Source: an optimization exercise on an open RTL-to-GDS flow (aim: small area). Production flows keep margins and buffers that such runs may drop.
RTL that was checked went through simulation tests only; none was proved equivalent to the original.
The RTL of runs 1 to 3 was laid out without a check of its function.
Power and IR drop assume default switching activity.

--- config.mk ---
export PLATFORM = sky130hd
export DESIGN_NAME = DE1_SoC
export DESIGN_NICKNAME = DE1_SoC
export VERILOG_FILES = /design/flow/design.v
export SDC_FILE = /design/flow/constraint.sdc
export NUM_CORES = 4
export LEC_CHECK = 0
export ABC_AREA = 1
export CAP_MARGIN = 20
export CORE_MARGIN = 2
export CORE_UTILIZATION = 40
export SLEW_MARGIN = 20
--- constraint.sdc ---
create_clock -name core_clock -period 6.5 [get_ports {CLOCK_50}]
set_input_delay 1.3000 -clock core_clock [delete_from_list [all_inputs] [get_ports {CLOCK_50}]]
set_output_delay 1.3000 -clock core_clock [all_outputs]
set_load 0.01 [all_outputs]
--- design.v ---
module DE1_SoC (HEX0, HEX1, HEX2, HEX3, HEX4, HEX5, KEY, SW, GPIO_1, CLOCK_50);
    output logic [6:0]  HEX0, HEX1, HEX2, HEX3, HEX4, HEX5;
    input  logic [3:0]  KEY;
    input  logic [9:0]  SW;
    output logic [35:0] GPIO_1;
    input  logic CLOCK_50;
    logic clk, rst;
    assign clk = CLOCK_50;
    assign rst = SW[9];
    assign HEX3 = '1;
    assign HEX4 = '1;
    logic [3:0] row;
    always_ff @(posedge clk) row <= rst ? 4'd0 : row + 4'd1;
    logic kprev, push;
    always_ff @(posedge clk) kprev <= ~KEY[3];
    assign push = ~KEY[3] & ~kprev;
    logic [9:0] c1;
    logic [8:0] c2;
    logic fall, scroll;
    assign fall = (c1 == 10'd0);
    assign scroll = (c2 == 9'd0);
    always_ff @(posedge clk) begin
        c1 <= (rst | fall) ? 10'd762 : c1 - 10'd1;
        c2 <= (rst | scroll) ? 9'd363 : c2 - 9'd1;
    end
    logic [15:0] bird, up, down;
    assign up = {bird[14:0], 1'b0};     
    assign down = {1'b0, bird[15:1]};   
    always_ff @(posedge clk) begin
        if (rst) bird <= 16'h0400;
        else bird <= (bird & ~{16{push | fall}}) |
                     (~bird & (({16{push}} & down) | ({16{fall}} & up)));
    end
    logic [9:0] lfsr;
    always_ff @(posedge clk) lfsr <= rst ? 10'd0 : {~(lfsr[3] ^ lfsr[0]), lfsr[9:1]};
    logic [2:0] diff, count;
    logic [3:0] a;
    logic pv;   
    always_comb begin
        case (SW[2:0])
            3'd0: diff = 3'd7;
            3'd1, 3'd2, 3'd4: diff = 3'd5;
            3'd3, 3'd5, 3'd6: diff = 3'd4;
            default: diff = 3'd3;
        endcase
    end
    function automatic logic [3:0] mod9(input logic [9:0] x);
        logic signed [5:0] t;
        t = $signed({3'b0, x[2:0]}) - $signed({3'b0, x[5:3]}) + $signed({3'b0, x[8:6]}) - $signed({5'b0, x[9]});
        if (t < 0) t = t + 6'sd9;
        else if (t >= 6'sd9) t = t - 6'sd9;
        mod9 = t[3:0];
    endfunction
    always_ff @(posedge clk) begin
        if (rst) begin
            count <= diff;
            pv <= 1'b0;
        end else if (scroll) begin
            pv <= (count == 3'd0);
            count <= (count == 3'd0) ? diff : count - 3'd1;
            if (count == 3'd1) a <= mod9(lfsr);
        end
    end
    logic [1:0] gp [0:3];
    logic [3:0] gc [0:3];
    logic [3:0] ne;
    genvar g;
    generate
        for (g = 0; g < 4; g++) begin : grp
            logic own, inc;
            logic [3:0] icode;
            assign ne[g] = ~(gc[g][3] & gc[g][0]);
            assign own = ne[g] & (gp[g] != 2'd0);
            if (g < 3) begin : mid
                assign inc = ne[g+1] & (gp[g+1] == 2'd0);
                assign icode = gc[g+1];
            end else begin : top
                assign inc = pv;
                assign icode = a;
            end
            always_ff @(posedge clk) begin
                if (rst) begin
                    gc[g][3] <= 1'b1;
                    gc[g][0] <= 1'b1;
                end else if (scroll) begin
                    if (own) gp[g] <= gp[g] - 2'd1;
                    else if (inc) begin
                        gp[g] <= 2'd3;
                        gc[g] <= icode;
                    end else begin
                        gc[g][3] <= 1'b1;
                        gc[g][0] <= 1'b1;
                    end
                end
            end
        end
    endgenerate
    localparam logic [255:0] PATS = {
        16'b0000000000000000, 16'b0000000000000000, 16'b0000000000000000, 16'b0000000000000000,
        16'b0000000000000000, 16'b0000000000000000, 16'b0000000000000000, 16'b1110000011111111,
        16'b1111000001111111, 16'b1111100000111111, 16'b1111110000011111, 16'b1111111000001111,
        16'b1111111100000111, 16'b1111111110000011, 16'b1111111111000001, 16'b1111111111100000};
    function automatic logic [15:0] pipe_pat(input logic [3:0] c);
        pipe_pat = PATS[16 * c +: 16];
    endfunction
    logic on, stop_buf, incr_buf, incr_prev, incr;
    logic col2, dead;
    assign col2 = ne[0] & (gp[0] == 2'd2);
    assign dead = ((gp[0] == 2'd2) & |(pipe_pat(gc[0]) & bird)) | (bird == 16'd0);
    assign incr = incr_buf & ~incr_prev;
    always_ff @(posedge clk) begin
        incr_prev <= incr_buf;
        if (rst) begin
            on <= 1'b1;
            stop_buf <= 1'b0;
            incr_buf <= 1'b0;
        end else begin
            on <= on & ~stop_buf;
            stop_buf <= on & dead;
            incr_buf <= on & ~dead & col2;
        end
    end
    logic [3:0] d0, d1, d2;
    logic i1, i2;
    assign i1 = incr & (d0 == 4'd9);
    assign i2 = i1 & (d1 == 4'd9);
    always_ff @(posedge clk) begin
        if (rst) begin
            d0 <= 4'd0; d1 <= 4'd0; d2 <= 4'd0;
        end else begin
            if (incr) d0 <= (d0 == 4'd9) ? 4'd0 : d0 + 4'd1;
            if (i1) d1 <= (d1 == 4'd9) ? 4'd0 : d1 + 4'd1;
            if (i2) d2 <= (d2 == 4'd9) ? 4'd0 : d2 + 4'd1;
        end
    end
    localparam logic [69:0] SEGS = {7'b0010000, 7'b0000000, 7'b1111000, 7'b0000010,
        7'b0010010, 7'b0011001, 7'b0110000, 7'b0100100, 7'b1111001, 7'b1000000};
    function automatic logic [6:0] seg(input logic [3:0] d);
        seg = SEGS[7 * d +: 7];
    endfunction
    assign HEX0 = seg(d0);
    assign HEX1 = seg(d1);
    assign HEX2 = seg(d2);
    always_comb begin
        case (SW[2:0])
            3'd0: HEX5 = 7'b1111001;
            3'd1, 3'd2, 3'd4: HEX5 = 7'b0100100;
            3'd3, 3'd5, 3'd6: HEX5 = 7'b0110000;
            default: HEX5 = 7'b0011001;
        endcase
    end
    logic [15:0] green, red, ends;
    logic [1:0] sg;
    assign sg = row[3:2];
    assign green = (on & (gp[sg] == row[1:0])) ? pipe_pat(gc[sg]) : 16'd0;
    localparam logic [255:0] ENDS = {
        16'b0000000001010100, 16'b0010111001010100, 16'b0001101001111100, 16'b0011111001111000,
        16'b0000000000000100, 16'b0010101001111000, 16'b0010101000000100, 16'b0011111001111000,
        16'b0000000000000000, 16'b0001111001111000, 16'b0010000000010100, 16'b0001111001111000,
        16'b0000000000000000, 16'b0011111000110100, 16'b0010001001010100, 16'b0011111000111000};
    assign ends = ENDS[16 * row +: 16];
    assign red = on ? ((row == 4'd2) ? bird : 16'd0) : ends;
    assign GPIO_1[35:32] = row;
    genvar j;
    generate
        for (j = 0; j < 16; j++) begin : px
            assign GPIO_1[31 - j] = green[j];
            assign GPIO_1[15 - j] = red[j];
        end
    endgenerate
endmodule
--- run.sh ---
#!/bin/bash
# synth_recipe.tcl (not shown) runs the flow's synth.tcl, then flattens the netlist and writes it again
# the make line also repeats each setting of config.mk as NAME=value (left out here)
make -C /OpenROAD-flow-scripts/flow DESIGN_CONFIG=/design/flow/config.mk WORK_HOME=/design/flow/orfs CLKGATE_MAP_FILE= SYNTH_SCRIPT=/design/flow/synth_recipe.tcl finish
==> impl_results.md, run 1 <==
* Routed Wire Length at ~13 mm
* Worst-path clk slew at ~0.07 ns
* Logic depth of the worst register-to-register path at 16
* Number of buffers added by the clock tree synthesis step at 9
* # nets final at roughly 960
* Startpoint class of the critical path: input pin
* Hold Vio Cnt, Final at 0
* Initial standard-cell utilization of the core at 0.406
* Result of the run: complete, no violations
* Required time of the critical path at roughly 5.2 ns
* CTS tree: built
* Row count at 45
* CP cell instances: clkdlybuf4s50_1 -> inv_1 -> nand2_1 -> o21ai_0 -> clkdlybuf4s50_1
* Most frequent cells in the layout: 154 x nand2_1, 126 x inv_1, 89 x nor2_1
* Critical Path End Type: output pin
* Tightest Pin Transition at about 0.65 ns
* Unrepaired setup endpoints after global routing: no
* Total via count in the routed design at around 5200
* Antenna diodes at 0
* Multiplexer share of the synthesized area at 0
* Maximum buffer depth of the clock tree at 2
* Post-detailed-route via-to-cell ratio at between 4 and 5
* Instance count of the mapped netlist at about 830
* Number of cells on the worst hold path at 0
* Die W at between 100 and 150 µm
* Gates resized, CTS repair at 0
* Share of cells above drive strength 1 at 0.0644
* Path class of the lowest-slack min-delay path: reg2reg
* Met3 track demand over resource in global routing at 0.0313
* DRC violations left at 0
* GR Overflow Total at 0
* Most frequent standard cell in the layout excluding fill and tap cells: nand2_1
* Number of failing setup endpoints in the final timing report at 0
* Growth of design area from synthesis to finish at 16.9%
* Worst rel slew slack at 0.563
* Total of fill cells in the finished design at 1544
* Slew Viols, Final at 0
* Max Cap Viol at 0
* Cell with the largest stage delay on the worst path: clkdlybuf4s50_1
* Placement-stage worst setup slack at 2.29 ns
* Combinational family with the most area after synthesis: simple AND/OR/NAND/NOR gates
* Minimum clock period after layout at 4.21 ns
* Count of pins on the block boundary at 93
* Post-Syn Area at 0.00612 mm²
* Average cell area after synthesis at about 7.3 µm²
* Number of levels in the clock H-tree at 3
* Number of global-route vias before repair at approximately 4600
* Synth Area in XOR/XNOR at 0.0129
* Power density over cell area at 188 mW/mm²
* Root buffer cell: clkbuf_16
* Complex-gate fraction of the synthesized area at 0.154
* Post-synthesis sequential area ratio at 0.358
* CP max FO at 4
* Area enclosed by the die boundary at around 0.016 mm²
* Most prevalent standard cell on the critical path: clkdlybuf4s50_1
* Final estimated routing congestion in global placement at 0.821
* Wire length of the first global-routing pass at about 22 mm
* GRT Util Overall at 0.162
* Detailed-router iteration count before antenna repair at 4
* Highest attainable clock frequency at 238 MHz
* Die Y at about 130 µm
* Clock Sinks at roughly 100
* Maximum number of pins on one net before global-route repair at 27
* Flops & latches, synth at between 90 and 100
* Post-route setup TNS at 0 ns
* Core region area at 0.0151 mm²
* Most used flip-flop cell after synthesis: dfxtp_1
* Critical Setup Path Class: in2out
* Buffers added on ports at 68
* Clock Latency Late Sink at between 0.3 and 0.4 ns
* Drt first-iter violations at roughly 270
* Setup slack, reg-to-reg at between 3 and 4 ns
* Proportion of synthesized flip-flops having asynchronous set or reset at 0
* Antenna Violating Nets Remaining at 0
* Leakage power at just over 3 nW
* Total of hold buffers inserted after clock tree synthesis at 0
* Worst vdd rail ir drop at 0.113 mV
* Worst flop-to-flop path endpoint: a[3]
* Most congested layer reported by global routing: met2
* Met1 track utilization from global routing at 0.218
* Worst EP arrival at 2.91 ns
* Worst-case hold path end point: incr_prev
* Fraction of the cycle the final worst path needs at 0.647
* HPWL after DPL at ~9.7 mm
* Post-Synth Adder-Cell Area at 0.0956
* Count of warnings emitted by yosys at 3
* EDFF count, synth at 23
* Initial antenna violation count at 0
* Worst Setup Slack, final at between 2 and 2.5 ns
* Unique cell type count in the Yosys netlist at 47
* Grt met2 use at 0.264
* Critical register-to-register path startpoint: lfsr[0]
* Max stage delay on crit path at approximately 0.6 ns
* Total power of the final layout at roughly 1.3 mW
* Worst min-delay path startpoint: incr_buf
* Post-detailed-route wirelength per cell at around 12 µm
* Worst clock skew at about 0.007 ns
* Synth Area in Simple Gates at 0.255
* Setup fix buffers added after clock tree synthesis at 0
cell families after synthesis:
group | Yosys count
AND/OR/NAND/NOR | 344
buffers and inverters | 170
AO/OA/AOI/OAI | 166
flip-flops | 98
adder cells (fa/ha/maj) | 45
XOR/XNOR | 9
other | 2
state kept, by name, summed over array words and instances, names as in the netlist, 8 cells and up:
register / count
gp: 8
gc: 16
c2: 9
lfsr: 10
c1: 10
bird: 16
cells in the mapped netlist, types with 11 or more instances:
| library cell | number | area share |
|---|---|---|
| nor2_1 | 89 | 0.055 |
| nand2_1 | 154 | 0.094 |
| o211ai_1 | 11 | 0.013 |
| o21ai_0 | 70 | 0.057 |
| nand4_1 | 15 | 0.015 |
| buf_4 | 18 | 0.022 |
| ha_1 | 42 | 0.086 |
| dfxtp_1 | 75 | 0.25 |
| inv_1 | 126 | 0.077 |
| a21oi_1 | 62 | 0.051 |
| nand3_1 | 43 | 0.035 |
| edfxtp_1 | 23 | 0.11 |
worst max path at each step:
| stage | from | endpoint | slack [ns] | cells past startpoint |
|---|---|---|---|---|
| 6_report | SW[0] | HEX5[0] | 2.29 | 5 |
| 3_3_place_gp | SW[1] | HEX5[4] | 2.30 | 4 |
| 4_1_cts | SW[0] | HEX5[4] | 2.29 | 4 |
| 2_1_floorplan | SW[0] | HEX5[3] | 3.19 | 4 |
| 3_5_place_dp | SW[0] | HEX5[4] | 2.29 | 4 |
| 5_1_grt | SW[0] | HEX5[3] | 2.20 | 5 |
through the flow:
step	instances	utilization	instance area [µm²]	hold WS, ns
final	1088	0.475	7160	0.357
after global routing	1088	0.475	7160	0.369
after CTS	1087	0.474	7150	0.361
after detailed placement	1071	0.455	6860	0.349
after global placement	1071	0.455	6860	0.336
after floorplan	847	-	6170	0.331
where the power goes:
group          internal, mW  switching (mW)  total, mW
Clock                 0.287           0.238      0.525
Combinational        0.0646           0.107      0.171
Sequential            0.635          0.0121      0.647
final cells by class:
| class | count | area (µm²) | area share |
|---|---|---|---|
| Multi-Input combinational cell | 579 | 3220 | 0.450 |
| Sequential cell | 98 | 2190 | 0.306 |
| Timing Repair Buffer | 70 | 696 | 0.0972 |
| Inverter | 137 | 524 | 0.0732 |
| Clock buffer | 12 | 258 | 0.0360 |
| Tap cell | 188 | 235 | 0.0328 |
| Clock inverter | 4 | 33.8 | 0.00472 |
metal layers:
metal	routed length [µm]	vias to the layer above
li1	-	2816
met1	6240	2275
met2	5850	78
met3	443	17
met4	207	0
met5	0	-
worst max-delay path, delay by kind of cell:
| kind | cells | cell delay [ns] |
|---|---|---|
| and+or+nand+nor | 1 | 0.08 |
| buffers and inverters | 3 | 1.22 |
| AOI/OAI and AO/OA | 1 | 0.31 |
==> run 2, diff against run 1 <==
--- a/design.v
+++ b/design.v
@@ -15,13 +15,22 @@
     always_ff @(posedge clk) kprev <= ~KEY[3];
     assign push = ~KEY[3] & ~kprev;
-    logic [9:0] c1;
-    logic [8:0] c2;
-    logic fall, scroll;
-    assign fall = (c1 == 10'd0);
-    assign scroll = (c2 == 9'd0);
+    logic [2:0] m7;
+    logic [3:0] m13;
+    logic [6:0] m109;
+    logic fall, scroll, t7;
     always_ff @(posedge clk) begin
-        c1 <= (rst | fall) ? 10'd762 : c1 - 10'd1;
-        c2 <= (rst | scroll) ? 9'd363 : c2 - 9'd1;
+        if (rst) begin
+            m7 <= 3'd0;
+            m13 <= 4'd0;
+            m109 <= 7'd0;
+        end else begin
+            m7 <= {m7[1:0], ~(m7[1] ^ m7[2])};
+            m13 <= {m13[2:0], ~(m13[2] ^ m13[3] ^ (m13[1] | m13[2]))};
+            m109 <= {m109[5:0], ~(m109[0] ^ m109[1] ^ m109[6] ^ (m109[4] | m109[5]))};
+        end
     end
+    assign t7 = (m7 == 3'b100);
+    assign fall = t7 & (m109 == 7'b1000000);
+    assign scroll = t7 & (m13 == 4'b1000) & (row[1:0] == 2'd3);
     logic [15:0] bird, up, down;
     assign up = {bird[14:0], 1'b0};     
--- a/config.mk
+++ b/config.mk
@@ -6,5 +6,4 @@
 export NUM_CORES = 4
 export LEC_CHECK = 0
-export ABC_AREA = 1
 export CAP_MARGIN = 20
 export CORE_MARGIN = 2
==> run 2 against run 1 <==
Effect of this change: highest routed layer unchanged; area after synthesis down 8.2%; still clean on timing, DRC and antenna; final cell count down 20%; design area down 7.6%; largest cell class unchanged; sequential power down 3.9%; hold slack worse by 0.0016 ns; global-route usage up 0.47 points; flip-flop and latch count down 5.
==> impl_results.md, run 2 <==
* Fraction of the cycle the final worst path needs at 0.680
* GR Overflow Total at 0
* Leakage power at 2.46 nW
* Worst vdd rail ir drop at about 0.14 mV
* Largest regs: bird (16), gc (16), lfsr (10)
* Highest attainable clock frequency at 226 MHz
* Count of warnings emitted by yosys at 3
* Clock Sinks at slightly above 90
* Critical Path End Type: output pin
* Count of pins on the block boundary at 93
* Worst EP arrival at approximately 3.1 ns
* Result of the run: complete, no violations
* CTS tree: built
* Total via count in the routed design at 4609
* Total of fill cells in the finished design at between 1000 and 1500
* Share of cells above drive strength 1 at 0.0622
* Final estimated routing congestion in global placement at between 0.8 and 0.9
* Number of failing setup endpoints in the final timing report at 0
* Number of buffers added by the clock tree synthesis step at 9
* Minimum clock period after layout at ~4.4 ns
* Post-detailed-route wirelength per cell at 13.8 µm
* Max Cap Viol at 0
* EDFF count, synth at 23
* Biggest area contributors in the synthesized netlist: dfxtp_1 25%, edfxtp_1 12%, ha_1 9.3%
* Wire length of the first global-routing pass at approximately 20 mm
* Critical Setup Path Class: reg2out
* Startpoint class of the critical path: flop
* Maximum number of pins on one net before global-route repair at between 60 and 70
* Most frequent standard cell in the layout excluding fill and tap cells: dfxtp_1
* Post-detailed-route via-to-cell ratio at roughly 5.3
* Unrepaired setup endpoints after global routing: no
* Detailed-router iteration count before antenna repair at 4
* Most used flip-flop cell after synthesis: dfxtp_1
* Growth of design area from synthesis to finish at 17.7%
* Slew Viols, Final at 0
* Core region area at 0.0138 mm²
* Initial standard-cell utilization of the core at 0.407
* Synth area leader: dfxtp_1
* Fin cells at ~870
* Required time of the critical path at 5.20 ns
* Die Y at 123 µm
* Share of the synthesized area in the top cell type at 0.249
* Clock Latency Late Sink at between 0.3 and 0.4 ns
* Gates resized, CTS repair at 0
* Antenna Violating Nets Remaining at 0
* Initial antenna violation count at 0
* CP max FO at 27
* Worst clock skew at around 0.0048 ns
* GRT Util Overall at 0.167
* Power density over cell area at 195 mW/mm²
* Drt first-iter violations at roughly 300
* Worst-path clk slew at ~0.060 ns
* Root buffer cell: clkbuf_16
* Die W at approximately 120 µm
* Synth top cells by count: 70 x dfxtp_1, 64 x nor2_1, 49 x inv_1
* Average cell area after synthesis at just under 9 µm²
* Tightest Pin Transition at approximately 0.81 ns
* Buffers added on ports at 68
* Number of global-route vias before repair at roughly 4200
* DRC violations left at 0
* Proportion of synthesized flip-flops having asynchronous set or reset at 0
* Setup slack, reg-to-reg at about 3 ns
* Row count at 43
* Post-synthesis sequential area ratio at 0.372
* Most frequent cells in the layout: 69 x dfxtp_1, 67 x clkdlybuf4s50_1, 64 x nor2_1
* Path class of the lowest-slack min-delay path: reg2reg
* Instance count of the mapped netlist at approximately 640
* Unique cell type count in the Yosys netlist at 65
* Total of hold buffers inserted after clock tree synthesis at 0
* Antenna diodes at 0
* Area enclosed by the die boundary at approximately 0.015 mm²
* Setup fix buffers added after clock tree synthesis at 0
* # nets final at ~750
* Instance count after placement with tap cells included at around 850
* Maximum buffer depth of the clock tree at 2
* Routed Wire Length at approximately 12 mm
* Number of levels in the clock H-tree at 3
* HPWL after DPL at around 8.7 mm
* Hold Vio Cnt, Final at 0
* Post-Syn Area at about 0.0056 mm²
* Post-route setup TNS at 0 ns
* Flops & latches, synth at between 90 and 100
* Most common cell in the netlist: dfxtp_1
* Worst rel slew slack at 0.458
==> run 2: worst paths after layout <==
path	startpoint	endpoint	depth (start not counted)
worst max-delay path	row[3]	GPIO_1[20]	6
worst min-delay path	incr_buf	incr_prev	0
worst max register to register	lfsr[0]	a[2]	13
worst min register to register	incr_buf	incr_prev	0
==> run 2: logic make-up after synthesis <==
| logic type | Yosys count | share of synthesized area |
|---|---|---|
| other cells | 2 | 0.00134 |
| compound gates | 154 | 0.181 |
| simple gates | 216 | 0.193 |
| buf+inv | 103 | 0.0837 |
| mux | 12 | 0.0349 |
| xor+xnor | 17 | 0.0265 |
| fa+ha+maj | 47 | 0.108 |
| flops | 93 | 0.372 |
==> run 2: where the power goes <==
part	total, mW	leakage, nW	switching, mW	internal, mW
clock	0.524	0.145	0.217	0.307
sequential	0.622	0.750	0.0150	0.607
combinational	0.145	1.56	0.0808	0.0645
==> run 2: worst max-delay path, cell delays in order, from the launching register on <==
cell	delay, ns
dfxtp_2	0.73
mux4_2	0.59
xnor2_1	0.19
nand3_2	0.22
or2_4	0.36
a31oi_4	0.14
clkdlybuf4s50_1	0.55
==> run 2: layout make-up <==
type                       instances  area [µm²]  area share
clock inverter                     6        61.3     0.00926
clock buffer                      10         239      0.0361
sequential                        93        2090       0.316
timing repair buffer              72         706       0.107
tap                              180         225      0.0340
inverter                          49         184      0.0278
multi-input combinational        461        3110       0.470
==> run 2: per-stage QoR <==
step	hold WS, ns	worst slack [ns]	power, mW	cell area, µm²	utilization
after CTS	0.357	1.67	1.31	6610	0.478
final	0.355	2.08	1.29	6620	0.479
after floorplan	0.324	3.18	0.741	5670	-
after detailed placement	0.337	2.05	0.779	6310	0.456
after global routing	0.374	1.85	1.35	6620	0.479
after global placement	0.336	2.11	0.774	6310	0.456
==> run 2: routing by layer <==
metal | GRT usage | part of all wire
met5 | 0 | 0
met1 | 0.220 | 0.47
met4 | 0.0740 | 0.019
met3 | 0.0270 | 0.044
met2 | 0.271 | 0.46
==> run 3, diff against run 2 <==
--- a/design.v
+++ b/design.v
@@ -93,9 +93,7 @@
                     gc[g][0] <= 1'b1;
                 end else if (scroll) begin
-                    if (own) gp[g] <= gp[g] - 2'd1;
-                    else if (inc) begin
-                        gp[g] <= 2'd3;
-                        gc[g] <= icode;
-                    end else begin
+                    gp[g] <= inc ? 2'd3 : gp[g] - 2'd1;
+                    if (inc) gc[g] <= icode;
+                    else if (!own) begin
                         gc[g][3] <= 1'b1;
                         gc[g][0] <= 1'b1;
==> flow/run.sh (new file) <==
#!/bin/bash
# The standard layout (standard.sh), with three changes:
#  - synthesis uses flow/synth.tcl (ABC with &deepsyn, no adder extraction);
#  - each port is buffered with the smallest buffer cell;
#  - clock tree synthesis inserts no dummy loads.
set -euo pipefail
here=$(pwd)
export FLOW_ABC_SCRIPT=$here/flow/deep.abc
export BUFFER_PORTS_ARGS="-buffer_cell sky130_fd_sc_hd__buf_1"
export CTS_ARGS="-sink_clustering_enable -repair_clock_nets -dont_use_dummy_load"
sed "s#SYNTH_SCRIPT=[^ ]*#SYNTH_SCRIPT=$here/flow/synth.tcl#" standard.sh > own_standard.sh
bash own_standard.sh > standard.log 2>&1
==> flow/deep.abc (new file) <==
strash
dc2
&get -n
&deepsyn -T 60
&put
dch -f
map -a
topo
==> flow/synth.tcl (new file) <==
# The standard synthesis script (synth_recipe.tcl), except that Yosys's
# extract_fa is skipped and ABC maps with flow/deep.abc (&deepsyn), so that
# all combinational logic is optimised by ABC. Registers are unchanged.
proc synth {args} { yosys synth -nofsm -noshare {*}$args }
proc extract_fa {args} { }
proc abc {args} {
  set i [lsearch -exact $args -script]
  if {$i >= 0} { lset args [expr {$i + 1}] $::env(FLOW_ABC_SCRIPT) }
  yosys abc {*}$args
}
source $::env(SCRIPTS_DIR)/synth.tcl
# left out here: clear keep_hierarchy, flatten, clean up, hide names made inside functions, write 1_2_yosys.v
==> standard.sh (new file) <==
#!/bin/bash
# synth_recipe.tcl (not shown) runs the flow's synth.tcl, then flattens the netlist and writes it again
# the make line also repeats each setting of config.mk as NAME=value (left out here)
make -C /OpenROAD-flow-scripts/flow DESIGN_CONFIG=/design/flow/config.mk WORK_HOME=/design/flow/orfs CLKGATE_MAP_FILE= SYNTH_SCRIPT=/design/flow/synth_recipe.tcl "${@:-finish}"
--- a/config.mk
+++ b/config.mk
@@ -8,4 +8,4 @@
 export CAP_MARGIN = 20
 export CORE_MARGIN = 2
-export CORE_UTILIZATION = 40
+export CORE_UTILIZATION = 70
 export SLEW_MARGIN = 20
removed: run.sh
==> run 3 against run 2 <==
Effect of this change: die area shrank 52%; flip-flop and latch count is the same; final cell count shrank 10%.
==> impl_results.md, run 3 <==
* Row count at 29
* Worst hold-check slack at about 0.4 ns
* Gates resized, CTS repair at 0
* Total via count in the routed design at 4507
* Clock Latency Late Sink at around 0.36 ns
* Number of global-route vias before repair at 3926
* Share of cells above drive strength 1 at 0.0255
* GRT Util Overall at 0.284
* Max Cap Viol at 0
* Instance count of the mapped netlist at approximately 630
* Buffers added on ports at 68
* Setup slack, reg-to-reg at about 2.7 ns
* Clock Sinks at between 90 and 100
* Result of the run: complete, no violations
* Count of pins on the block boundary at slightly above 90
* Worst vdd rail ir drop at between 0.15 and 0.2 mV
* Initial standard-cell utilization of the core at 0.727
* Root buffer cell: clkbuf_8
* Post-route setup TNS at 0 ns
* Tightest Pin Transition at about 0.9 ns
* Top Metal Used: met4
* Slew Viols, Final at 0
* Setup fix buffers added after clock tree synthesis at 0
* Startpoint class of the critical path: flop
* Cell with the largest stage delay on the worst path: dfxtp_1
* Number of levels in the clock H-tree at 3
* Path class of the lowest-slack min-delay path: reg2reg
* Met1 Routed Length at about 4.4 mm
* Most frequent cells in the layout: 144 x nor2_1, 108 x clkinv_1, 71 x nand2_1
* Maximum number of pins on one net before global-route repair at 39
* Power density over cell area at between 200 and 250 mW/mm²
* Worst-path clk slew at 0.07 ns
* Synth area leader: dfxtp_1
* Cell family contributing the most delay on the critical path: simple AND/OR/NAND/NOR gates
* Worst rel slew slack at 0.404
* Required time of the critical path at around 5.2 ns
* Fraction of the cycle the final worst path needs at 0.687
* Leakage power at between 1.5 and 2 nW
* Synth top cells by count: 144 x nor2_1, 108 x clkinv_1, 71 x nand2_1
* Proportion of synthesized flip-flops having asynchronous set or reset at 0
* Wire length of the first global-routing pass at 16.9 mm
* Antenna diodes at 0
* Maximum buffer depth of the clock tree at 2
* Average cell area after synthesis at 7.29 µm²
* HPWL after DPL at 7.58 mm
* Initial antenna violation count at 0
* GR Overflow Total at 0
* Post-detailed-route wirelength per cell at between 10 and 15 µm
* # nets final at roughly 720
* Post-synthesis sequential area ratio at 0.453
* Total of hold buffers inserted after clock tree synthesis at 0
* Worst EP arrival at around 3.2 ns
* Largest regs: bird (16), gc (16), lfsr (10)
* Critical Setup Path Class: reg2out
* EDFF count, synth at 23
* Highest attainable clock frequency at approximately 220 MHz
* Wire length on met2 at approximately 4.8 mm
* Count of warnings emitted by yosys at 3
* Critical Path End Type: output pin
* Final estimated routing congestion in global placement at 0.936
* Number of failing setup endpoints in the final timing report at 0
* Post-Syn Area at about 0.0046 mm²
* Most common cell in the netlist: nor2_1
* Most frequent standard cell in the layout excluding fill and tap cells: nor2_1
* Worst clock skew at around 0.033 ns
* CP max FO at 8
* Post-detailed-route via-to-cell ratio at approximately 5.8
* Unique cell type count in the Yosys netlist at 32
* Drt first-iter violations at 299
* Total buffers and inverters traversed by the critical path at 4
* Most used flip-flop cell after synthesis: dfxtp_1
* Biggest area contributors in the synthesized netlist: dfxtp_1 30%, edfxtp_1 15%, nor2_1 12%
* Met3 WL at between 600 and 700 µm
* Die Y at about 85 µm
* DRC violations left at 0
* Core region area at roughly 0.0063 mm²
* CTS tree: built
* Total of fill cells in the finished design at between 400 and 500
* Area enclosed by the die boundary at ~0.0073 mm²
* Hold Vio Cnt, Final at 0
* Flops & latches, synth at slightly above 90
* Share of the synthesized area in the top cell type at 0.304
* Antenna Violating Nets Remaining at 0
* Growth of design area from synthesis to finish at 8.59%
* Max stage delay on crit path at 0.48 ns
* Minimum clock period after layout at 4.46 ns
* Die W at between 80 and 90 µm
* CP cell instances: clkinv_1 -> nor2_1 -> clkinv_1 -> nor2_1 -> a21oi_1 -> o221ai_1 -> xor2_1 -> o211ai_1 -> nor2_1 -> clkinv_1 -> nor3_1 -> or2_2 -> buf_1
* Routed Wire Length at a little over 10 mm
* Detailed-router iteration count before antenna repair at 5
* Unrepaired setup endpoints after global routing: no
* Number of buffers added by the clock tree synthesis step at 9
[run 3: cell types whose count changed after synthesis, moves of 21 or more]
cell	before	now
nand2_1	48	71
clkinv_1	0	108
clkbuf_1	26	0
ha_1	42	0
nor2b_1	21	0
inv_1	49	0
nor2_1	64	144
[run 3: final cells by class]
cell class | instances | area (µm²) | area share
flip-flops and latches | 93 | 2090 | 0.417
multi-input cells | 427 | 2030 | 0.406
inverters | 108 | 405 | 0.0809
repair buffers | 69 | 263 | 0.0524
clock buffers | 9 | 124 | 0.0247
well taps | 77 | 96.3 | 0.0192
[run 3: cells by family (layout without fill, tap and decap cells)]
| group | count (synthesis) | count (layout) | synth area share |
|---|---|---|---|
| flops | 93 | 93 | 0.453 |
| simple gates | 281 | 281 | 0.251 |
| xor+xnor | 6 | 6 | 0.0114 |
| buf+inv | 126 | 186 | 0.117 |
| compound gates | 125 | 125 | 0.166 |
| other cells | 2 | 15 | 0.00163 |
[run 3: stage by stage]
stage | power, mW | area (µm²) | instances | setup WS (ns) | util
2_1_floorplan | 0.817 | 4670 | 646 | 2.77 | -
3_3_place_gp | 0.853 | 4890 | 774 | 2.62 | 0.770
3_5_place_dp | 0.859 | 4890 | 774 | 2.49 | 0.770
4_1_cts | 1.15 | 5010 | 783 | 2.12 | 0.790
5_1_grt | 1.20 | 5010 | 783 | 1.76 | 0.790
6_report | 1.14 | 5010 | 783 | 2.04 | 0.790
[run 3: layer usage]
metal / up-vias / global-route usage
met5: - / 0
met2: 191 / 0.469
met4: 0 / 0.110
li1: 2231 / -
met3: 29 / 0.0389
met1: 2056 / 0.382
[run 3: path summary, 6_finish.rpt]
path                            startpoint         end  cells after the start
worst max register to register      row[0]    gc[0][2]                     10
worst max-delay path                row[3]  GPIO_1[24]                     13
worst min-delay path              incr_buf   incr_prev                      0
worst min register to register    incr_buf   incr_prev                      0
[run 3: report_power, final]
group / total [mW] / internal (mW) / switching [mW]
clock: 0.294 / 0.124 / 0.169
sequential: 0.675 / 0.627 / 0.0485
combinational: 0.176 / 0.0685 / 0.107
==> run 4, diff against run 3 <==
--- a/design.v
+++ b/design.v
@@ -55,9 +55,9 @@
     end
     function automatic logic [3:0] mod9(input logic [9:0] x);
-        logic signed [5:0] t;
-        t = $signed({3'b0, x[2:0]}) - $signed({3'b0, x[5:3]}) + $signed({3'b0, x[8:6]}) - $signed({5'b0, x[9]});
-        if (t < 0) t = t + 6'sd9;
-        else if (t >= 6'sd9) t = t - 6'sd9;
-        mod9 = t[3:0];
+        logic [4:0] u;
+        u = {2'b0, x[2:0]} + {2'b0, ~x[5:3]} + {2'b0, x[8:6]} + {4'b0, ~x[9]} + 5'd1;
+        if (u >= 5'd18) u = u - 5'd18;
+        else if (u >= 5'd9) u = u - 5'd9;
+        mod9 = u[3:0];
     endfunction
     always_ff @(posedge clk) begin
==> flow/deep.abc (replaced) <==
strash
dc2
&get -n
&deepsyn -T 60
&put
dch -f
amap -m
topo
--- a/config.mk
+++ b/config.mk
@@ -8,4 +8,4 @@
 export CAP_MARGIN = 20
 export CORE_MARGIN = 2
-export CORE_UTILIZATION = 70
+export CORE_UTILIZATION = 85
 export SLEW_MARGIN = 20
==> run 4 against run 3 <==
Effect of this change: the flow now stops in global placement without I/O; synthesized cell count fell by 11%; area after synthesis fell by 3.3%.
==> impl_results.md, run 4 <==
* Result of the run: stopped before the end
* Failing step: global placement without I/O
* Stop err: [ERROR GPL-0301] Utilization 101.988 % exceeds 100%.
* Post-synthesis sequential area ratio at 0.468
* Instance count of the mapped netlist at 565
* Biggest area contributors in the synthesized netlist: dfxtp_1 31%, edfxtp_1 15%, nor2_1 9.4%
* Average cell area after synthesis at slightly below 8 µm²
* Most common cell in the netlist: nor2_1
* Post-Syn Area at 0.00447 mm²
* Die Y at ~76 µm
* Row count at 26
* Die W at approximately 76 µm
* Share of the synthesized area in the top cell type at 0.314
* Synth top cells by count: 112 x nor2_1, 86 x clkinv_1, 70 x dfxtp_1
* Most used flip-flop cell after synthesis: dfxtp_1
* EDFF count, synth at 23
* Flops & latches, synth at 93
* Synth area leader: dfxtp_1
* Initial standard-cell utilization of the core at 0.880
* Count of warnings emitted by yosys at 3
* Unique cell type count in the Yosys netlist at 35
* Proportion of synthesized flip-flops having asynchronous set or reset at 0
run 4: logic make-up after synthesis:
logic type      synth area share
simple gates               0.196
other cells              0.00168
buf+inv                    0.103
compound gates             0.232
flops                      0.468
==> run 5, diff against run 4 <==
==> flow/deep.abc (replaced) <==
strash
dc2
&get -n
&deepsyn -T 60
&put
dch -f
map -a
topo
--- a/config.mk
+++ b/config.mk
@@ -8,4 +8,4 @@
 export CAP_MARGIN = 20
 export CORE_MARGIN = 2
-export CORE_UTILIZATION = 85
+export CORE_UTILIZATION = 70
 export SLEW_MARGIN = 20
==> run 5 against run 4 <==
Effect of this change: now clean on timing, DRC and antenna; synthesized cell count increased by 12%; area after synthesis increased by 3.1%.
==> impl_results.md, run 5 <==
* Post-detailed-route wirelength per cell at approximately 13 µm
* Number of failing setup endpoints in the final timing report at 0
* Total via count in the routed design at roughly 4400
* # nets final at slightly above 700
* Final estimated routing congestion in global placement at a little under 0.9
* Growth of design area from synthesis to finish at 8.64%
* Post-Syn Area at about 0.0046 mm²
* Initial standard-cell utilization of the core at 0.725
* Total buffers and inverters traversed by the critical path at 4
* Die Y at approximately 85 µm
* Tightest Pin Transition at roughly 0.9 ns
* Worst-path clk slew at ~0.09 ns
* Cell family contributing the most delay on the critical path: simple AND/OR/NAND/NOR gates
* Clock Latency Late Sink at roughly 0.36 ns
* Critical register-to-register path startpoint: row[0]
* Origin of the worst setup path: row[2]
* Routed Wire Length at 10.3 mm
* Root buffer cell: clkbuf_8
* Non-Filler Cell Area, Final at around 0.0050 mm²
* Unique cell type count in the Yosys netlist at 30
* Worst min-delay path startpoint: incr_buf
* Average cell area after synthesis at 7.25 µm²
* Share of cells above drive strength 1 at 0.0198
* Critical Path End Type: output pin
* Area enclosed by the die boundary at 0.00724 mm²
* Largest regs: bird (16), gc (16), lfsr (10)
* GR Overflow Total at 0
* HPWL after DPL at approximately 7.7 mm
* CP max FO at 6
* Synth top cells by count: 138 x nor2_1, 115 x clkinv_1, 70 x dfxtp_1, 70 x nand2_1, 47 x a21oi_1
* Most used flip-flop cell after synthesis: dfxtp_1
* Core region area at roughly 0.0063 mm²
* EDFF count, synth at 23
* Die W at 85.1 µm
* Antenna Violating Nets Remaining at 0
* Area of placed instances at between 0.004 and 0.005 mm²
* Placement-stage worst setup slack at between 2 and 3 ns
* Most prevalent standard cell on the critical path: nor2_1
* Antenna diodes at 0
* Most frequent cells in the layout: 138 x nor2_1, 115 x clkinv_1, 70 x nand2_1, 70 x dfxtp_1, 67 x buf_1
* Post-synthesis sequential area ratio at 0.454
* Maximum number of pins on one net before global-route repair at between 40 and 50
* Flops & latches, synth at between 90 and 100
* CP cell instances: clkinv_1 -> nor2_1 -> clkinv_1 -> o22ai_1 -> nor2_1 -> a21oi_1 -> o211ai_1 -> nor2_1 -> clkinv_1 -> nor2_1 -> nand2_1 -> nand2_1 -> buf_1
* Count of warnings emitted by yosys at 3
* Startpoint class of the critical path: flop
* Number of global-route vias before repair at 3957
* CTS tree: built
* Total of hold buffers inserted after clock tree synthesis at 0
* Share of the synthesized area in the top cell type at 0.304
* Wire length of the first global-routing pass at 17.0 mm
* DRC violations left at 0
* Cell with the largest stage delay on the worst path: dfxtp_1
* Buffers added on ports at around 70
* Post-detailed-route via-to-cell ratio at 5.57
* Minimum clock period after layout at approximately 4.3 ns
* Number of levels in the clock H-tree at 3
* Most common cell in the netlist: nor2_1
* Required time of the critical path at about 5.2 ns
* Synth area leader: dfxtp_1
* Final core area utilization at 0.788
* Clock Sinks at 93
* Count of pins on the block boundary at 93
* Post-route setup TNS at 0 ns
* Proportion of synthesized flip-flops having asynchronous set or reset at 0
* Result of the run: complete, no violations
* Max stage delay on crit path at between 0.4 and 0.5 ns
* Hold Vio Cnt, Final at 0
* Worst hold-check slack at about 0.37 ns
* Slew Viols, Final at 0
* Worst vdd rail ir drop at 0.176 mV
* Unrepaired setup endpoints after global routing: no
* Initial antenna violation count at 0
* Drt first-iter violations at about 320
* Max Cap Viol at 0
* Setup fix buffers added after clock tree synthesis at 0
* Gates resized, CTS repair at 0
* Highest attainable clock frequency at about 230 MHz
* Leakage power at 1.88 nW
* GRT Util Overall at 0.289
* Power density over cell area at ~230 mW/mm²
* Row count at 29
* Number of buffers added by the clock tree synthesis step at 9
* Instance count of the mapped netlist at 635
* Worst rel slew slack at 0.408
* Fraction of the cycle the final worst path needs at 0.663
* Detailed-router iteration count before antenna repair at 5
* Worst clock skew at ~0.016 ns
* Most frequent standard cell in the layout excluding fill and tap cells: nor2_1
* Path class of the lowest-slack min-delay path: reg2reg
* Worst EP arrival at 3.01 ns
* Biggest area contributors in the synthesized netlist: dfxtp_1 30%, edfxtp_1 15%, nor2_1 11%
* Worst Setup Slack, final at around 2.2 ns
* Maximum buffer depth of the clock tree at 2
* Critical Setup Path Class: reg2out
run 5: cell types whose count changed after synthesis, moves of 18 or more:
cell and delta:
clkinv_1 +29, a22oi_1 +19, nand2_1 +33, a21oi_1 +18, nor2_1 +26, o22ai_1 -19
run 5: power by group:
part	internal (mW)	switching (mW)	total, mW
sequential	0.627	0.0469	0.674
combinational	0.0606	0.107	0.168
clock	0.124	0.176	0.300
run 5: cell type report:
cell class / instances / area (µm²)
repair buffers: 69 / 264
fillers: 501 / 1350
clock buffers: 9 / 124
flip-flops and latches: 93 / 2090
well taps: 77 / 96.3
multi-input cells: 422 / 1990
inverters: 115 / 432
run 5: cell families after synthesis:
logic type | synth area share
flops | 0.454
other cells | 0.00163
buf+inv | 0.123
simple gates | 0.235
xor+xnor | 0.0152
compound gates | 0.171
run 5: worst paths after layout:
path	endpoint	slack [ns]	cells after the start
worst min-delay path	incr_prev	0.37	0
worst max register to register	gc[1][0]	3.24	10
worst max-delay path	GPIO_1[24]	2.19	13
worst min register to register	incr_prev	0.37	0
run 5: per-layer routing:
metal  vias to the layer above  wire length (µm)  global-route usage
li1                       2219                 -                   -
met1                      1959              4390               0.361
met2                       168              5050               0.501
met3                        23               690              0.0477
met4                         0               165               0.107
met5                         -                 0                   0
run 5: per-stage QoR:
| stage | std cells | total power, mW |
|---|---|---|
| finish | 785 | 1.14 |
| global route | 785 | 1.20 |
| CTS | 785 | 1.14 |
| detailed placement | 776 | 0.850 |
| global placement | 776 | 0.841 |
| floorplan | 648 | 0.806 |
==> run 6, diff against run 5 <==
--- a/flow/run.sh
+++ b/flow/run.sh
@@ -8,4 +8,5 @@
 export FLOW_ABC_SCRIPT=$here/flow/deep.abc
 export BUFFER_PORTS_ARGS="-buffer_cell sky130_fd_sc_hd__buf_1"
+export SKIP_REPAIR_TIE_FANOUT=1
 export CTS_ARGS="-sink_clustering_enable -repair_clock_nets -dont_use_dummy_load"
 sed "s#SYNTH_SCRIPT=[^ ]*#SYNTH_SCRIPT=$here/flow/synth.tcl#" standard.sh > own_standard.sh
==> flow/deep.abc (replaced) <==
strash
dc2
&get -n
&deepsyn -T 60
&put
dch -f
amap -m
topo
==> run 6 against run 5 <==
Effect of this change: hold slack got worse by 0.011 ns; combinational power decreased by 46%; flip-flop and latch count unchanged; via count decreased by 3.9%; utilization decreased by 2.1 points; total power decreased by 13%; first-iteration DRC count decreased by 21%; final cell count decreased by 11%; clock power decreased by 2%; sequential share of layout area increased by 1.6 points.
==> impl_results.md, run 6 <==
* Result of the run: complete, no violations
* Antenna diodes at 0
* Initial antenna violation count at 0
* Maximum number of pins on one net before global-route repair at 43
* Fin cells at ~700
* Tightest Pin Transition at slightly below 0.9 ns
* Fraction of the cycle the final worst path needs at 0.698
* Critical Setup Path Class: reg2out
* HPWL after DPL at ~7.5 mm
* Initial standard-cell utilization of the core at 0.712
* Critical Path End Type: output pin
* Average cell area after synthesis at just under 8 µm²
* Most frequent cells in the layout: 112 x nor2_1, 86 x clkinv_1, 70 x dfxtp_1
* Power density over cell area at roughly 210 mW/mm²
* Slew Viols, Final at 0
* Path class of the lowest-slack min-delay path: reg2reg
* Worst flop-to-flop path endpoint: gc[3][0]
* Clock network power share at 0.296
* Sequential fraction of design power at 0.614
* Area enclosed by the die boundary at 0.00704 mm²
* Flops & latches, synth at 93
* Share of the synthesized area in the top cell type at 0.314
* Minimum clock period after layout at 4.54 ns
* Fraction of power spent switching nets at 0.241
* Share of cells above drive strength 1 at 0.0176
* Highest attainable clock frequency at ~220 MHz
* Final estimated routing congestion in global placement at approximately 0.9
* Instance count after placement with tap cells included at between 600 and 700
* Number of failing setup endpoints in the final timing report at 0
* Cell with the largest stage delay on the worst path: dfxtp_1
* Met1 track utilization from global routing at 0.355
* Critical register-to-register path startpoint: row[0]
* GR Overflow Total at 0
* Worst clock skew at ~0.023 ns
* Worst rel slew slack at 0.421
* Biggest area contributors in the synthesized netlist: dfxtp_1 31%, edfxtp_1 15%, nor2_1 9.4%
* Hold Vio Cnt, Final at 0
* Total via count in the routed design at 4197
* Total of hold buffers inserted after clock tree synthesis at 0
* Worst vdd rail ir drop at around 0.16 mV
* Clock Latency Late Sink at 0.35 ns
* Worst-case hold path end point: incr_prev
* Setup fix buffers added after clock tree synthesis at 0
* Die Y at about 84 µm
* Wire length of the first global-routing pass at between 15 and 20 mm
* DRC violations left at 0
* CP cell instances: clkinv_1 -> nor2_1 -> clkinv_1 -> o221ai_1 -> o21ai_0 -> a211o_1 -> nor3_1 -> nor2_1 -> clkinv_1 -> o21ai_0 -> o21ai_0 -> buf_1
* Internal power at approximately 750 µW
* Most common cell in the netlist: nor2_1
* Proportion of synthesized flip-flops having asynchronous set or reset at 0
* Post-synthesis sequential area ratio at 0.468
* Worst-path clk slew at roughly 0.08 ns
* Unique cell type count in the Yosys netlist at 35
* Logic depth of the worst register-to-register path at 10
* Gates resized, CTS repair at 0
* Buffers added on ports at 68
* GRT Util Overall at 0.284
* Root buffer cell: clkbuf_8
* Leakage power at about 1.7 nW
* Clock Sinks at 93
* Post-detailed-route via-to-cell ratio at between 5 and 6
* Setup slack, reg-to-reg at roughly 2.8 ns
* Most congested layer reported by global routing: met2
* Unrepaired setup endpoints after global routing: no
* Post-Syn Area at approximately 0.0045 mm²
* Number of cells on the worst hold path at 0
* Most frequent standard cell in the layout excluding fill and tap cells: nor2_1
* Detailed-router iteration count before antenna repair at 4
* Instance count of the mapped netlist at 565
* Routed Wire Length at 9.89 mm
* Max Cap Viol at 0
* Antenna Violating Nets Remaining at 0
* Most used flip-flop cell after synthesis: dfxtp_1
* Worst EP arrival at roughly 3.2 ns
* Row count at 29
* CTS tree: built
* Largest regs: bird (16), gc (16), lfsr (10)
* Switching power at between 200 and 250 µW
* Grt met2 use at 0.491
* Required time of the critical path at around 5.2 ns
* Number of global-route vias before repair at just under 4000
* Number of levels in the clock H-tree at 3
* Synth area leader: dfxtp_1
* Startpoint class of the critical path: flop
* Count of warnings emitted by yosys at 3
* Count of pins on the block boundary at between 90 and 100
* Maximum buffer depth of the clock tree at 2
* Drt first-iter violations at approximately 260
* Core region area at about 0.0063 mm²
* Met3 track demand over resource in global routing at 0.0435
* Growth of design area from synthesis to finish at 7.82%
* # nets final at between 600 and 700
* Share of total power in combinational logic at 0.091
* Number of buffers added by the clock tree synthesis step at 9
* Post-detailed-route wirelength per cell at approximately 14 µm
* CP max FO at 7
* Worst min-delay path startpoint: incr_buf
* Post-route setup TNS at 0 ns
* Die W at roughly 84 µm
* Synth top cells by count: 112 x nor2_1, 86 x clkinv_1, 70 x dfxtp_1
* EDFF count, synth at 23
* Max stage delay on crit path at around 0.4 ns
-- run 6: changes by cell type after synthesis, moves of 8 or more --
cell and change:
a211oi_1 +8, a21oi_1 -18, a22oi_1 -19, clkinv_1 -29, nand2_1 -33, nand3_1 -14
nor2_1 -26, o22a_1 +17, o22ai_1 +19
-- run 6: how the worst max path moves through the flow --
stage / cells past startpoint / end / start
after global placement: 12 / GPIO_1[24] / row[3]
final: 12 / GPIO_1[31] / row[2]
after floorplan: 11 / GPIO_1[24] / row[3]
after detailed placement: 12 / GPIO_1[31] / row[3]
after global routing: 12 / GPIO_1[31] / row[2]
after CTS: 12 / GPIO_1[31] / row[2]
-- run 6: cell type report --
class,count,area (µm²)
Clock buffer,9,124
Fill cell,496,1460
Inverter,86,323
Multi-Input combinational cell,368,1920
Sequential cell,93,2090
Tap cell,77,96.3
Timing Repair Buffer,69,264
-- run 6: logic make-up (layout without fill, tap and decap cells) --
kind of cell / Yosys count / after routing / synth area share
other: 2 / 2 / 0.00168
DFF: 93 / 93 / 0.468
AOI/OAI and AO/OA: 161 / 161 / 0.232
buffers and inverters: 104 / 164 / 0.103
and+or+nand+nor: 205 / 205 / 0.196
-- run 6: metrics by stage --
stage | util | cell area (µm²) | setup WS (ns) | hold WS [ns] | total power [mW]
2_1_floorplan | - | 4470 | 2.61 | 0.324 | 0.694
3_3_place_gp | 0.747 | 4690 | 2.55 | 0.367 | 0.709
3_5_place_dp | 0.747 | 4690 | 2.37 | 0.341 | 0.713
4_1_cts | 0.767 | 4820 | 1.99 | 0.355 | 0.997
5_1_grt | 0.767 | 4820 | 1.58 | 0.368 | 1.03
6_report | 0.767 | 4820 | 1.96 | 0.363 | 0.995
-- run 6: per-layer routing --
| layer | routed length [µm] | vias up | share of wire |
|---|---|---|---|
| met5 | 0 | - | 0 |
| met3 | 640 | 19 | 0.065 |
| met2 | 4830 | 155 | 0.49 |
| met4 | 191 | 0 | 0.019 |
| li1 | - | 2078 | - |
| met1 | 4240 | 1945 | 0.43 |
-- run 6: power by group through the flow --
stage          clock network (mW)  logic [mW]  registers (mW)
2_1_floorplan                   0      0.0714           0.622
3_3_place_gp                    0      0.0859           0.623
3_5_place_dp                    0      0.0894           0.624
4_1_cts                     0.297      0.0898           0.610
5_1_grt                     0.317       0.102           0.612
6_report                    0.294      0.0902           0.610
-- run 6: worst max-delay path, delay by kind of cell (launching register included) --
family / cells / cell delay, ns
buffers and inverters: 4 / 0.69
AND/OR/NAND/NOR: 3 / 0.95
flip-flops: 1 / 0.41
AO/OA/AOI/OAI: 5 / 0.85
==> run 7, diff against run 6 <==
--- a/design.v
+++ b/design.v
@@ -103,16 +103,28 @@
         end
     endgenerate
-    localparam logic [255:0] PATS = {
-        16'b0000000000000000, 16'b0000000000000000, 16'b0000000000000000, 16'b0000000000000000,
-        16'b0000000000000000, 16'b0000000000000000, 16'b0000000000000000, 16'b1110000011111111,
-        16'b1111000001111111, 16'b1111100000111111, 16'b1111110000011111, 16'b1111111000001111,
-        16'b1111111100000111, 16'b1111111110000011, 16'b1111111111000001, 16'b1111111111100000};
     function automatic logic [15:0] pipe_pat(input logic [3:0] c);
-        pipe_pat = PATS[16 * c +: 16];
+        logic [15:0] p;
+        p[0] = ~((~c[0] & ~c[1] & ~c[2] & ~c[3]) | (c[0] & c[3]));
+        p[1] = ~((~c[1] & ~c[2] & ~c[3]) | (c[0] & c[3]));
+        p[2] = (c[0] & c[1] & ~c[3]) | (~c[0] & c[3]) | (c[2] & ~c[3]);
+        p[3] = (c[2] & ~c[3]) | (~c[0] & c[3]);
+        p[4] = (~c[0] & c[3]) | (c[0] & c[2] & ~c[3]) | (c[1] & c[2] & ~c[3]);
+        p[5] = (~c[0] & ~c[1] & ~c[2]) | (c[1] & c[2] & ~c[3]);
+        p[6] = (~c[1] & ~c[2] & ~c[3]) | (c[0] & c[1] & c[2] & ~c[3]) | (~c[0] & c[3]);
+        p[7] = (~c[1] & ~c[2] & ~c[3]) | (~c[0] & ~c[2]);
+        p[8] = (~c[2] & ~c[3]);
+        p[9] = (~c[2] & ~c[3]) | (~c[0] & ~c[1] & ~c[3]);
+        p[10] = ~((c[1] & c[2]) | (c[3]));
+        p[11] = ~((c[0] & c[1] & c[2]) | (c[3]));
+        p[12] = (~c[3]);
+        p[13] = ~((c[0] & c[3]));
+        p[14] = ~((c[0] & c[3]));
+        p[15] = ~((c[0] & c[3]));
+        pipe_pat = p;
     endfunction
     logic on, stop_buf, incr_buf, incr_prev, incr;
     logic col2, dead;
     assign col2 = ne[0] & (gp[0] == 2'd2);
-    assign dead = ((gp[0] == 2'd2) & |(pipe_pat(gc[0]) & bird)) | (bird == 16'd0);
+    assign dead = |(pipe_pat(gc[0] | {4{gp[0] != 2'd2}}) & bird) | (bird == 16'd0);
     assign incr = incr_buf & ~incr_prev;
     always_ff @(posedge clk) begin
@@ -128,22 +140,36 @@
         end
     end
+    function automatic logic [6:0] seg(input logic [3:0] c);
+        seg[0] = ~((~c[3]) | (~c[1]) | (~c[0] & ~c[2]));
+        seg[1] = (~c[0] & ~c[1] & c[2]) | (~c[0] & ~c[3]);
+        seg[2] = (c[0] & ~c[1] & ~c[2]);
+        seg[3] = (c[1] & c[3]);
+        seg[4] = (c[1] & c[3]) | (~c[1] & c[2]);
+        seg[5] = (c[1] & ~c[2]) | (c[0] & c[3]);
+        seg[6] = ~((~c[1]) | (~c[0] & c[2]));
+    endfunction
+    function automatic logic [3:0] dnext(input logic [3:0] c);
+        dnext[0] = ~((~c[0] & c[1]) | (c[2] & c[3]));
+        dnext[1] = (~c[3]) | (~c[1] & c[2]);
+        dnext[2] = (~c[1]) | (c[2] & c[3]);
+        dnext[3] = (c[1]) | (c[0] & c[3]);
+    endfunction
+    function automatic logic dnine(input logic [3:0] c);
+        dnine = (~c[1] & ~c[3]);
+    endfunction
+    localparam logic [3:0] DZERO = 4'd7;
     logic [3:0] d0, d1, d2;
     logic i1, i2;
-    assign i1 = incr & (d0 == 4'd9);
-    assign i2 = i1 & (d1 == 4'd9);
-    always_ff @(posedge clk) begin
-        if (rst) begin
-            d0 <= 4'd0; d1 <= 4'd0; d2 <= 4'd0;
+    assign i1 = incr & dnine(d0);
+    assign i2 = i1 & dnine(d1);
+    always_ff @(posedge clk) begin
+        if (rst) begin
+            d0 <= DZERO; d1 <= DZERO; d2 <= DZERO;
         end else begin
-            if (incr) d0 <= (d0 == 4'd9) ? 4'd0 : d0 + 4'd1;
-            if (i1) d1 <= (d1 == 4'd9) ? 4'd0 : d1 + 4'd1;
-            if (i2) d2 <= (d2 == 4'd9) ? 4'd0 : d2 + 4'd1;
-        end
-    end
-    localparam logic [69:0] SEGS = {7'b0010000, 7'b0000000, 7'b1111000, 7'b0000010,
-        7'b0010010, 7'b0011001, 7'b0110000, 7'b0100100, 7'b1111001, 7'b1000000};
-    function automatic logic [6:0] seg(input logic [3:0] d);
-        seg = SEGS[7 * d +: 7];
-    endfunction
+            if (incr) d0 <= dnext(d0);
+            if (i1) d1 <= dnext(d1);
+            if (i2) d2 <= dnext(d2);
+        end
+    end
     assign HEX0 = seg(d0);
     assign HEX1 = seg(d1);
@@ -160,5 +186,5 @@
     logic [1:0] sg;
     assign sg = row[3:2];
-    assign green = (on & (gp[sg] == row[1:0])) ? pipe_pat(gc[sg]) : 16'd0;
+    assign green = pipe_pat(gc[sg] | {4{~on | (gp[sg] != row[1:0])}});
     localparam logic [255:0] ENDS = {
         16'b0000000001010100, 16'b0010111001010100, 16'b0001101001111100, 16'b0011111001111000,
==> run 7 against run 6 <==
Effect of this change: wire length decreased by 4.4%; highest routed layer unchanged; flip-flop and latch count unchanged; total power increased by 1.6%; largest cell class unchanged.
==> impl_results.md, run 7 <==
* Met1 Routed Length at 4.09 mm
* Post-synthesis sequential area ratio at 0.480
* Number of global-route vias before repair at 3648
* Clock Sinks at 93
* Number of buffers added by the clock tree synthesis step at 9
* Most common cell in the netlist: nor2_1
* Core region area at approximately 0.0060 mm²
* GR Overflow Total at 0
* Share of cells above drive strength 1 at 0.0186
* Logic depth of the worst register-to-register path at 15
* Synth top cells by count: 101 x nor2_1, 81 x clkinv_1, 70 x dfxtp_1
* Minimum clock period after layout at about 5.3 ns
* Post-detailed-route wirelength per cell at between 10 and 15 µm
* Power density over cell area at approximately 210 mW/mm²
* Worst flop-to-flop path endpoint: a[2]
* Highest attainable clock frequency at 190 MHz
* Most used flip-flop cell after synthesis: dfxtp_1
* Maximum buffer depth of the clock tree at 2
* Wire length of the first global-routing pass at 15.8 mm
* Top Metal Used: met4
* Count of pins on the block boundary at 93
* Area of placed instances at approximately 0.0046 mm²
* Setup fix buffers added after clock tree synthesis at 0
* Leakage power at roughly 1.6 nW
* Fraction of the cycle the final worst path needs at 0.809
* Post-detailed-route via-to-cell ratio at between 6 and 7
* Worst vdd rail ir drop at 0.186 mV
* Worst-path clk slew at ~0.070 ns
* Most frequent standard cell in the layout excluding fill and tap cells: nor2_1
* Clock Latency Late Sink at between 0.3 and 0.4 ns
* Drt first-iter violations at 342
* Largest regs: bird (16), gc (16), lfsr (10)
* Row count at 28
* DRC violations left at 0
* # nets final at between 600 and 700
* Root buffer cell: clkbuf_8
* Internal power at 763 µW
* Critical register-to-register path startpoint: lfsr[1]
* Share of total power in combinational logic at 0.106
* Average cell area after synthesis at about 8 µm²
* Post-route setup TNS at 0 ns
* Die Y at 82.9 µm
* Post-Syn Area at 0.00436 mm²
* Switching power at around 250 µW
* Buffers added on ports at roughly 70
* HPWL after DPL at about 7 mm
* CP max FO at 7
* Detailed-router iteration count before antenna repair at 5
* Critical Path End Type: output pin
* Die W at between 80 and 90 µm
* Fraction of power spent switching nets at 0.246
* Final estimated routing congestion in global placement at 0.870
* Total via count in the routed design at between 4000 and 5000
* Number of cells on the worst hold path at 0
* Maximum number of pins on one net before global-route repair at 35
* Most frequent cells in the layout: 101 x nor2_1, 81 x clkinv_1, 70 x dfxtp_1
* Non-Filler Cell Area, Final at about 0.0047 mm²
* Setup slack, reg-to-reg at 3.55 ns
* CTS tree: built
* Proportion of synthesized flip-flops having asynchronous set or reset at 0
* Critical Setup Path Class: reg2out
* Initial standard-cell utilization of the core at 0.731
* Initial antenna violation count at 0
* Synth area leader: dfxtp_1
* Area enclosed by the die boundary at just under 0.007 mm²
* Routed Wire Length at 9.46 mm
* Met3 WL at 626 µm
* Worst rel slew slack at 0.451
* Wire length on met2 at ~4.6 mm
* Worst min-delay path startpoint: incr_buf
* Unrepaired setup endpoints after global routing: no
* Antenna diodes at 0
* Biggest area contributors in the synthesized netlist: dfxtp_1 32%, edfxtp_1 16%, nor2_1 8.7%
* Tightest Pin Transition at roughly 0.82 ns
* Share of the synthesized area in the top cell type at 0.322
* Total of hold buffers inserted after clock tree synthesis at 0
* EDFF count, synth at 23
* Total power of the final layout at 1.01 mW
* Max Cap Viol at 0
* Total of fill cells in the finished design at ~430
* Flops & latches, synth at 93
* Worst clock skew at between 0.015 and 0.02 ns
* Unique cell type count in the Yosys netlist at 37
* Startpoint class of the critical path: flop
* GRT Util Overall at 0.273
* Number of failing setup endpoints in the final timing report at 0
* Worst EP arrival at 3.96 ns
* Number of levels in the clock H-tree at 3
* Hold Vio Cnt, Final at 0
* Slew Viols, Final at 0
* Required time of the critical path at between 5 and 6 ns
* Worst-case hold path end point: incr_prev
* Count of warnings emitted by yosys at 3
* Antenna Violating Nets Remaining at 0
* Result of the run: complete, no violations
* Clock network power share at 0.287
* Growth of design area from synthesis to finish at 8.13%
* Gates resized, CTS repair at 0
* Path class of the lowest-slack min-delay path: reg2reg
* Sequential fraction of design power at 0.607
* Instance count of the mapped netlist at roughly 530
==> run 7: layer usage <==
metal / GRT usage / up-vias
li1: - / 1978
met1: 0.356 / 1833
met2: 0.460 / 184
met3: 0.0427 / 27
met4: 0.103 / 0
met5: 0 / -
==> run 7: power groups by stage <==
stage | clock, mW | combinational, mW | sequential [mW]
global placement | 0 | 0.101 | 0.626
finish | 0.290 | 0.107 | 0.614
detailed placement | 0 | 0.105 | 0.627
global route | 0.317 | 0.119 | 0.615
CTS | 0.295 | 0.106 | 0.613
floorplan | 0 | 0.0825 | 0.625
==> run 7: kinds of logic after synthesis <==
family | count (synthesis) | synth area share
AND/OR/NAND/NOR | 185 | 0.180
AO/OA/AOI/OAI | 152 | 0.238
buffers and inverters | 99 | 0.101
flip-flops | 93 | 0.480
other | 2 | 0.00172
==> run 7: final cells by class <==
cell class | instances | area (µm²) | share of cell area
Sequential cell | 93 | 2090 | 0.444
Clock buffer | 9 | 124 | 0.0263
Timing Repair Buffer | 70 | 270 | 0.0574
Multi-Input combinational cell | 339 | 1830 | 0.388
Tap cell | 75 | 93.8 | 0.0199
Inverter | 81 | 304 | 0.0646
==> run 7: how the worst max path moves through the flow <==
stage          startpoint         end  slack [ns]  cells after the start
5_1_grt            row[3]  GPIO_1[29]        0.69                     15
2_1_floorplan      row[3]  GPIO_1[29]        1.51                     14
6_report           row[3]  GPIO_1[29]        1.24                     15
3_5_place_dp       row[3]  GPIO_1[29]        1.48                     15
3_3_place_gp       row[3]  GPIO_1[29]        1.69                     15
4_1_cts            row[3]  GPIO_1[29]        1.10                     15
==> run 7: stage by stage <==
step / hold slack, ns / cells / util / worst slack, ns
floorplan: 0.332 / 531 / - / 1.51
global placement: 0.370 / 658 / 0.770 / 1.69
detailed placement: 0.365 / 658 / 0.770 / 1.48
CTS: 0.364 / 667 / 0.791 / 1.10
global route: 0.364 / 667 / 0.791 / 0.690
finish: 0.363 / 667 / 0.791 / 1.24
==> run 7: critical path: stages (launching register included) <==
cell	delay [ns]
dfxtp_1	0.47
clkinv_1	0.19
nor2_1	0.26
clkinv_1	0.19
o22ai_1	0.19
a221oi_1	0.09
a221oi_1	0.31
o211ai_1	0.18
a2111oi_1	0.67
clkinv_1	0.29
nor2_1	0.24
nand2_1	0.12
clkinv_1	0.07
nor2_1	0.05
a21o_1	0.19
buf_1	0.12

afterwards: timing with drivers on the ports:
The results above use ideal ports. As a check the final layouts listed here were re-extracted and re-timed, cells and wires unchanged. Step 1 assumes that a clkbuf_16 drives the clock port and a buf_2 every other input. Step 2, shift: input delay + t, output delay - t, t = (earliest + latest rising clock arrival at the registers) / 2. This alone moves slack from input paths to output paths. Slacks: ideal ports / drivers / drivers and shift; pairs: ideal ports / drivers.
| run | t (ns) | setup WS [ns] | latest minus earliest clock arrival (ns) | worst register clock-pin slew, ns | worst slew at a driven data input, ns |
|---|---|---|---|---|---|
| run 1 | 0.394 | 2.294 / 2.274 / 2.274 | 0.009 / 0.009 | 0.07 / 0.07 | 0.04 |
| run 2 | 0.383 | 2.078 / 2.036 / 2.256 | 0.005 / 0.005 | 0.06 / 0.06 | 0.04 |
| run 3 | 0.371 | 2.037 / 2.009 / 2.381 | 0.033 / 0.033 | 0.10 / 0.10 | 0.03 |
| run 5 | 0.378 | 2.192 / 2.163 / 2.541 | 0.017 / 0.016 | 0.09 / 0.09 | 0.03 |
| run 6 | 0.371 | 1.964 / 1.935 / 2.306 | 0.023 / 0.024 | 0.09 / 0.09 | 0.03 |
| run 7 | 0.361 | 1.244 / 1.217 / 1.578 | 0.020 / 0.020 | 0.08 / 0.08 | 0.03 |
After both steps every run listed still meets setup and hold. The setup slack of run 1, which loses most, moves by -0.020 ns with the drivers and by -0.020 ns with both steps.
